Background: an optimization exercise with open tools, aiming at small area, a short achievable clock period and few clock cycles. Do not read the settings as production practice. Where RTL was checked, it was by simulation tests only, not by an equivalence proof against the original.

pine:
// geofence
module geofence ( clk,reset,X,Y,valid,is_inside);
input clk;
input reset;
input [9:0] X;
input [9:0] Y;
output valid;
output is_inside;
localparam FIRST = 3'd0, USCAN = 3'd1, WSCAN = 3'd2, MULW = 3'd3, DONE = 3'd4;
reg [2:0] cnt;           
reg [9:0] px, py;        
reg [25:0] q0, q1, q2, q3, q4, q5;
reg [15:0] m;            
reg [2:0] st;
reg pass;                
reg [2:0] pcnt;          
reg [2:0] wcnt;          
reg have_u, have_w, more;
reg [3:0] bcnt;          
reg signed [10:0] ux, uy, wx, wy;
reg signed [12:0] acc;
reg res;
wire load = (cnt != 3'd0) & (cnt != 3'd7);
wire signed [10:0] dx = {1'b0, X} - {1'b0, px};
wire signed [10:0] dy = {1'b0, Y} - {1'b0, py};
wire signed [12:0] ex = dx;
wire signed [12:0] ey = dy;
wire [8:0] b;
assign b[0] = dy > 11'sd0;                   
assign b[1] = 2 * ey >= ex;                  
assign b[2] = ey >= ex;                      
assign b[3] = ey >= 2 * ex;                  
assign b[4] = dx <= 11'sd0;                  
assign b[5] = ey + 2 * ex <= 13'sd0;         
assign b[6] = ey + ex <= 13'sd0;             
assign b[7] = 2 * ey + ex <= 13'sd0;         
assign b[8] = ~b[0];
wire [15:0] h;
genvar k;
generate
    for (k = 0; k < 8; k = k + 1) begin : g_sec
  ...
clock: 8.0 ns
lec_check: 0
abc_clock_period_in_ps: 3000
cap_margin: 20
core_margin: 2
core_utilization: 40
setup_slack_margin: 3.5
slew_margin: 20
run.sh (not shown) runs the stock make flow with config.mk's settings and CLKGATE_MAP_FILE= SYNTH_SCRIPT=/design/flow/synth_recipe.tcl, a recipe that flattens the netlist after the stock synthesis.
Edits applied to the flow inputs when going from pine to oak:
- ABC_CLOCK_PERIOD_IN_PS now 2000, was 3000
- SETUP_SLACK_MARGIN now 3.0, was 3.5
Findings:
Going from pine to oak, post-CTS repair timing setup buffer count now sits lower; total of plain and repair buffers excluding clock buffers down 47; maximum fanout encountered on the critical timing path picked up an extra 1.
No run of this note included a check of the RTL's function; only the layout flow was run.

* * *

## before
Another version of the RTL of geofence (not shown whole).
Size: about 24 I/O pins, roughly 16000 sq um of cells after synthesis.
clock: 8.0 ns
lec_check: 0
abc_clock_period_in_ps: 4000
cap_margin: 20
core_margin: 2
core_utilization: 40
setup_slack_margin: 3.0
slew_margin: 20
Every stage of the flow completed for before, and the final layout passed the timing, design-rule and antenna checks.
What after does differently from before at the input level:
Settings: a deleted SETUP_SLACK_MARGIN that had been 3.0; a deleted ABC_CLOCK_PERIOD_IN_PS that had been 4000.
- Critical path buffer and inverter count: higher on before
- On total met3 wirelength after detailed routing: between after and before, it ends up higher for before.
- Synthesized-area fraction occupied by ao, oa, aoi and oai cells came out exactly the same in after and before.
- after closes out successfully: all stages finished, all timing, DRC and antenna checks passed.
Function was not checked in any run of this note: the RTL went through the layout flow alone.

* * *

Another version of the RTL of geofence (not shown whole).
For scale: roughly 1400 cells after synthesis, roughly 290 flip-flops, about 24 I/O pins.
==> flow/config.mk <==
export PLATFORM = sky130hd
export DESIGN_NAME = geofence
export DESIGN_NICKNAME = geofence
export VERILOG_FILES = /design/flow/design.v
export SDC_FILE = /design/flow/constraint.sdc
export NUM_CORES = 4
export LEC_CHECK = 0
export CAP_MARGIN = 20
export CORE_MARGIN = 2
export CORE_UTILIZATION = 40
export CTS_BUF_LIST = sky130_fd_sc_hd__clkbuf_8
export CTS_CLUSTER_SIZE = 30
export SETUP_SLACK_MARGIN = 5.0
export SLEW_MARGIN = 20
==> flow/constraint.sdc <==
create_clock -name core_clock -period 8.0 [get_ports {clk}]
set_input_delay 1.6000 -clock core_clock [delete_from_list [all_inputs] [get_ports {clk}]]
set_output_delay 1.6000 -clock core_clock [all_outputs]
set_load 0.01 [all_outputs]
The starting point passed the timing, design-rule and antenna checks.
Testbench counts at the start, summed over its fixed seeds: cycles 7,195.
Rerun with:
Settings changed: ABC_AREA from default to 1, CORE_UTILIZATION 40 to 60, CTS_BUF_LIST sky130_fd_sc_hd__clkbuf_8 to sky130_fd_sc_hd__clkbuf_16, CTS_CLUSTER_DIAMETER from default to 80, CTS_CLUSTER_SIZE 30 to 24, PLACE_DENSITY from default to 0.75.
What happened: Worst setup slack improved by 0.037 ns; flip-flop and latch count does not change; synthesized cell count goes up by about a fifth; die area came out lower by a quarter to a third; count of clock-buffer cells in the layout came out lower by 42; worst hold slack gets better by 0.011 ns; global-route usage came out higher by 7.9 points.
Rerun with:
Settings changed: ABC_AREA 1 to default, SETUP_SLACK_MARGIN 5.0 to 4.5.
=> The changed run finished clean. Final area decreases by 4.7%. Area after synthesis decreases by 2.6%. Register-to-register slack degrades by 0.45 ns. Cell count decreases by 19%. Synthesized cell count decreases by 19%. Via count decreases by 10%. Routed wire length decreases by 8.1%. Setup slack degrades by 0.55 ns. Worst hold slack degrades by 0.019 ns.
Rerun with:
Settings changed: CORE_UTILIZATION 60 to 40, PLACE_DENSITY 0.75 to default, SETUP_SLACK_MARGIN 4.5 to 5.0.
After rerunning:
- clock-buffer cell count goes up by 3
- first-iteration DRC count shrinks by 19%
- wire length grows by 7.2%
- sequential share of layout area came out lower by 3.0 points
- cell count is higher by 13%

* * *

## run a
RTL: one of the versions met above, not the one the previous note started from.
Size: roughly 15000 um2 of cells after synthesis.
Settings: LEC_CHECK=0, ABC_CLOCK_PERIOD_IN_PS=3000, CAP_MARGIN=20, CORE_MARGIN=2, CORE_UTILIZATION=40, SETUP_SLACK_MARGIN=2.5, SLEW_MARGIN=20; clock period 8.0 ns.
Edits applied to the flow inputs when going from run a to run b:
Settings: clearing ABC_CLOCK_PERIOD_IN_PS, which used to be 3000; clearing SETUP_SLACK_MARGIN, which used to be 2.5.
[summary]
Going from run a to run b, number of clock sinks held, area growth from synthesis to layout fell 4.9 points.
No functional check of the RTL was part of any run of this note.

* * *

geofence, a different RTL version from the one above (not shown whole).
Size: ~1400 cells after synthesis, about 290 flip-flops, ~14000 µm² of cells after synthesis.
Settings: LEC_CHECK=0, CAP_MARGIN=20, CORE_MARGIN=2, CORE_UTILIZATION=40, CTS_BUF_LIST=sky130_fd_sc_hd__clkbuf_8, CTS_CLUSTER_SIZE=30, SETUP_SLACK_MARGIN=5.0, SLEW_MARGIN=20; clock period 8.0 ns.
The first run finished clean.
Next try:
--- a/flow/config.mk
+++ b/flow/config.mk
@@ -10,4 +10,5 @@
 export CORE_UTILIZATION = 40
-export CTS_BUF_LIST = sky130_fd_sc_hd__clkbuf_8
-export CTS_CLUSTER_SIZE = 30
+export CTS_BUF_LIST = sky130_fd_sc_hd__clkbuf_16
+export CTS_CLUSTER_DIAMETER = 80
+export CTS_CLUSTER_SIZE = 24
 export SETUP_SLACK_MARGIN = 5.0
The new run finished with timing, DRC and antenna clean.
Final area decreases by 1.1%.
Die area stays the same.
Utilization fell by 0.51 points.
Worst setup slack gets worse by 0.017 ns.
Sequential share of layout area grows by 0.54 points.
Cell count is lower by 2.1%.
Worst hold slack stays flat.
Area after synthesis is unchanged.
Function was not checked in any run of this note: the RTL went through the layout flow alone.

* * *

geofence, a different RTL version from the one above (not shown whole).
Size: roughly 1700 cells after synthesis, ~240 flip-flops, about 24 I/O pins, roughly 0.013 mm^2 of cells after synthesis.
clock: 8.0 ns
lec_check: 0
abc_area: 1
cap_margin: 20
core_margin: 2
core_utilization: 60
cts_buf_list: sky130_fd_sc_hd__clkbuf_16
cts_cluster_diameter: 60
cts_cluster_size: 32
place_density: 0.75
setup_slack_margin: 5.0
slew_margin: 20
The starting point ran to the end with no violations.
Testbench counts at the start, summed over its fixed seeds: cycles 7,162.
Then changed:
--- a/flow/config.mk
+++ b/flow/config.mk
@@ -13,2 +13,3 @@
-export CTS_CLUSTER_DIAMETER = 60
-export CTS_CLUSTER_SIZE = 32
+export CTS_CLUSTER_DIAMETER = 80
+export CTS_CLUSTER_SIZE = 24
+export GPL_TIMING_DRIVEN = 0
Outcome: Clock skew shrinks by 0.0075 ns; die area is unchanged.

* * *

== yarrow ==
geofence, a different RTL version from the one above (not shown whole).
For scale: about 1500 cells after synthesis, ~240 flip-flops, ~24 I/O pins, roughly 12000 µm² of cells after synthesis.
==> flow/design.v (excerpt) <==
module geofence ( clk,reset,X,Y,valid,is_inside);
input clk;
input reset;
input [9:0] X;
input [9:0] Y;
output reg valid;
output reg is_inside;
reg [3:0] cnt;
reg [21:0] q5;           
reg [25:0] q4;           
reg [21:0] q3, q2, q1, q0;   
reg prep;                
reg pass;                
reg two;
reg [3:0] ri;            
reg [2:0] pcnt;          
reg [2:0] rp;            
reg [2:0] cu, cw;        
reg [2:0] pu, pw;        
reg have_u, have_w;
reg [3:0] bcnt;          
reg signed [10:0] ux, uy, wx, wy;
wire [9:0] px = ux[9:0];
wire [9:0] py = uy[9:0];
wire [11:0] m = {wx[0], wy};
reg signed [11:0] acc, d;
reg done, res;           
function [10:0] sub10;
    input [9:0] a, b;
    reg [10:0] g, p, gn, pn;
    integer l, j;
    begin
        g = {a & ~b, 1'b1};
        p = {~(a ^ b), 1'b0};
        for (l = 1; l < 16; l = l * 2) begin
            for (j = 0; j < 11; j = j + 1) begin
  ...
==> flow/config.mk <==
export PLATFORM = sky130hd
export DESIGN_NAME = geofence
export DESIGN_NICKNAME = geofence
export VERILOG_FILES = /design/flow/design.v
export SDC_FILE = /design/flow/constraint.sdc
export NUM_CORES = 4
export LEC_CHECK = 0
export ABC_AREA = 1
export CAP_MARGIN = 20
export CORE_MARGIN = 2
export CORE_UTILIZATION = 60
export CTS_BUF_LIST = sky130_fd_sc_hd__clkbuf_16
export CTS_CLUSTER_DIAMETER = 60
export CTS_CLUSTER_SIZE = 30
export PLACE_DENSITY = 0.75
export SETUP_SLACK_MARGIN = 5.0
export SLEW_MARGIN = 20
==> flow/constraint.sdc <==
create_clock -name core_clock -period 8.0 [get_ports {clk}]
set_input_delay 1.6000 -clock core_clock [delete_from_list [all_inputs] [get_ports {clk}]]
set_output_delay 1.6000 -clock core_clock [all_outputs]
set_load 0.01 [all_outputs]
Testbench counts of yarrow, summed over its fixed seeds: cycles 7,216.
Changes in amber relative to yarrow:
- CTS_CLUSTER_SIZE: 30 -> 24
- PLACE_DENSITY: 0.75 -> 0.8
- CTS_CLUSTER_DIAMETER: 60 -> 80
- CORE_UTILIZATION: 60 -> 70
Notes after the runs:
- Comparing yarrow and amber, path length in cells of the critical path is higher on yarrow.
- Sort yarrow and amber by setup slack of the critical path after layout, ascending, and amber comes first.
- Taking yarrow as the reference, in amber core region area has decreased; met2 capacity usage during global routing grew by 7.6 points.
#### Input delta (tundra over amber)
- CORE_UTILIZATION changed from 70 to 50
- PLACE_DENSITY changed from 0.8 to 0.65
--- outcome ---
tundra: done, clean on timing, DRC and antenna. In tundra, the count of vias placed by the detailed router came out 543 below the value in amber. [tundra vs amber] worst path required time: higher in tundra. tundra vs amber — design area rose 170 µm².
#### Input delta (delta over tundra)
- CORE_UTILIZATION changed from 50 to 60
- PLACE_DENSITY changed from 0.65 to 0.75
Notes after the runs:
Compared delta vs tundra, and clock skew is down in delta.
Going from tundra to delta, the die area was shrunk.
In the tables for delta and tundra, non-clock buffer count reads lower with delta.
Going from tundra to delta, number of nets in the layout dropped about 0.5%; first-pass GRT wire length dropped 3.7%; area of all placed cells without fillers dropped about 1.7%.
A slowest library cell on the worst path of dfxtp_2 is what tundra shows, while clkdlybuf4s50_1 belongs to delta.
delta has completed all stages; timing, DRC and antenna checks passed.
Setup changes, delta to lagoon
- clearing ABC_AREA, which used to be 1
### Flow results
Taking delta as the reference point, the synthesized cell count of lagoon falls by 255. Looking at beginning of the critical path, the d[1] result is from lagoon; the X[4] one comes from delta. Comparing lagoon with delta, the final non-filler cell area came out essentially unchanged. Compared with delta, in lagoon maximum number of pins on one net before global-route repair has increased; width of the chip has decreased.

==> port drivers added, routing unchanged <==
In the flow no input, the clock included, has a driving cell. The finished layouts below were timed again as built, in two steps. Step 1: set_driving_cell puts a clkbuf_16 on clk and a buf_2 on each other input, an assumption about the parent block. Step 2 moves the port delays by t, midway between the first and last clock arrival at a register: inputs arrive t later, outputs are due t later. That takes back most of the time a late clock gives input paths. Slacks: ideal / step 1 / step 2; pairs: ideal / step 1.
| run | t (ns) | slack for setup (ns) | worst setup path at the end | slew at the worst register clock pin (ns) | worst data-port slew with drivers (ns) |
|---|---|---|---|---|---|
| pine | 0.583 | 3.099 / 3.103 / 2.520 | input to register | 0.07 / 0.07 | 0.06 |
| oak | 0.583 | 2.969 / 2.968 / 2.385 | input to register | 0.06 / 0.06 | 0.05 |
| before | 0.384 | 1.775 / 1.775 / 1.775 | register to register | 0.07 / 0.07 | 0.04 |
| after | 0.386 | 0.936 / 0.936 / 0.936 | register to register | 0.07 / 0.07 | 0.04 |
| the first run of note 3 | 0.657 | 5.066 / 5.030 / 4.475 | input to register | 0.07 / 0.07 | 0.03 |
| the second run of note 3 | 0.542 | 5.104 / 5.135 / 4.594 | input to register | 0.09 / 0.09 | 0.06 |
| the third run of note 3 | 0.542 | 4.558 / 4.585 / 4.043 | input to register | 0.10 / 0.10 | 0.03 |
| the fourth run of note 3 | 0.565 | 5.019 / 5.053 / 4.488 | input to register | 0.10 / 0.10 | 0.03 |
| run a | 0.581 | 2.620 / 2.645 / 2.064 | input to register | 0.07 / 0.07 | 0.04 |
| run b | 0.582 | 1.958 / 1.988 / 1.406 | input to register | 0.07 / 0.07 | 0.03 |
| the first run of note 5 | 0.619 | 4.867 / 4.867 / 4.462 | input to register | 0.07 / 0.07 | 0.04 |
| the second run of note 5 | 0.572 | 4.851 / 4.851 / 4.498 | input to register | 0.10 / 0.10 | 0.04 |
| the first run of note 6 | 0.519 | 5.079 / 5.043 / 4.590 | input to register | 0.11 / 0.11 | 0.04 |
| the second run of note 6 | 0.534 | 4.948 / 4.973 / 4.439 | input to register | 0.10 / 0.10 | 0.04 |
| yarrow | 0.536 | 5.034 / 5.001 / 4.524 | input to register | 0.10 / 0.10 | 0.04 |
| amber | 0.532 | 4.997 / 4.953 / 4.557 | input to register | 0.10 / 0.10 | 0.05 |
| tundra | 0.530 | 5.097 / 5.097 / 4.593 | input to register | 0.10 / 0.10 | 0.03 |
| delta | 0.527 | 5.062 / 5.083 / 4.556 | input to register | 0.10 / 0.10 | 0.04 |
| lagoon | 0.524 | 4.427 / 4.427 / 4.427 | register to register | 0.10 / 0.10 | 0.05 |
After both steps setup and hold are still met in every run listed. For the first run of note 3, which loses most, drivers alone change the setup slack by -0.036 ns; drivers and shift together by -0.591 ns.
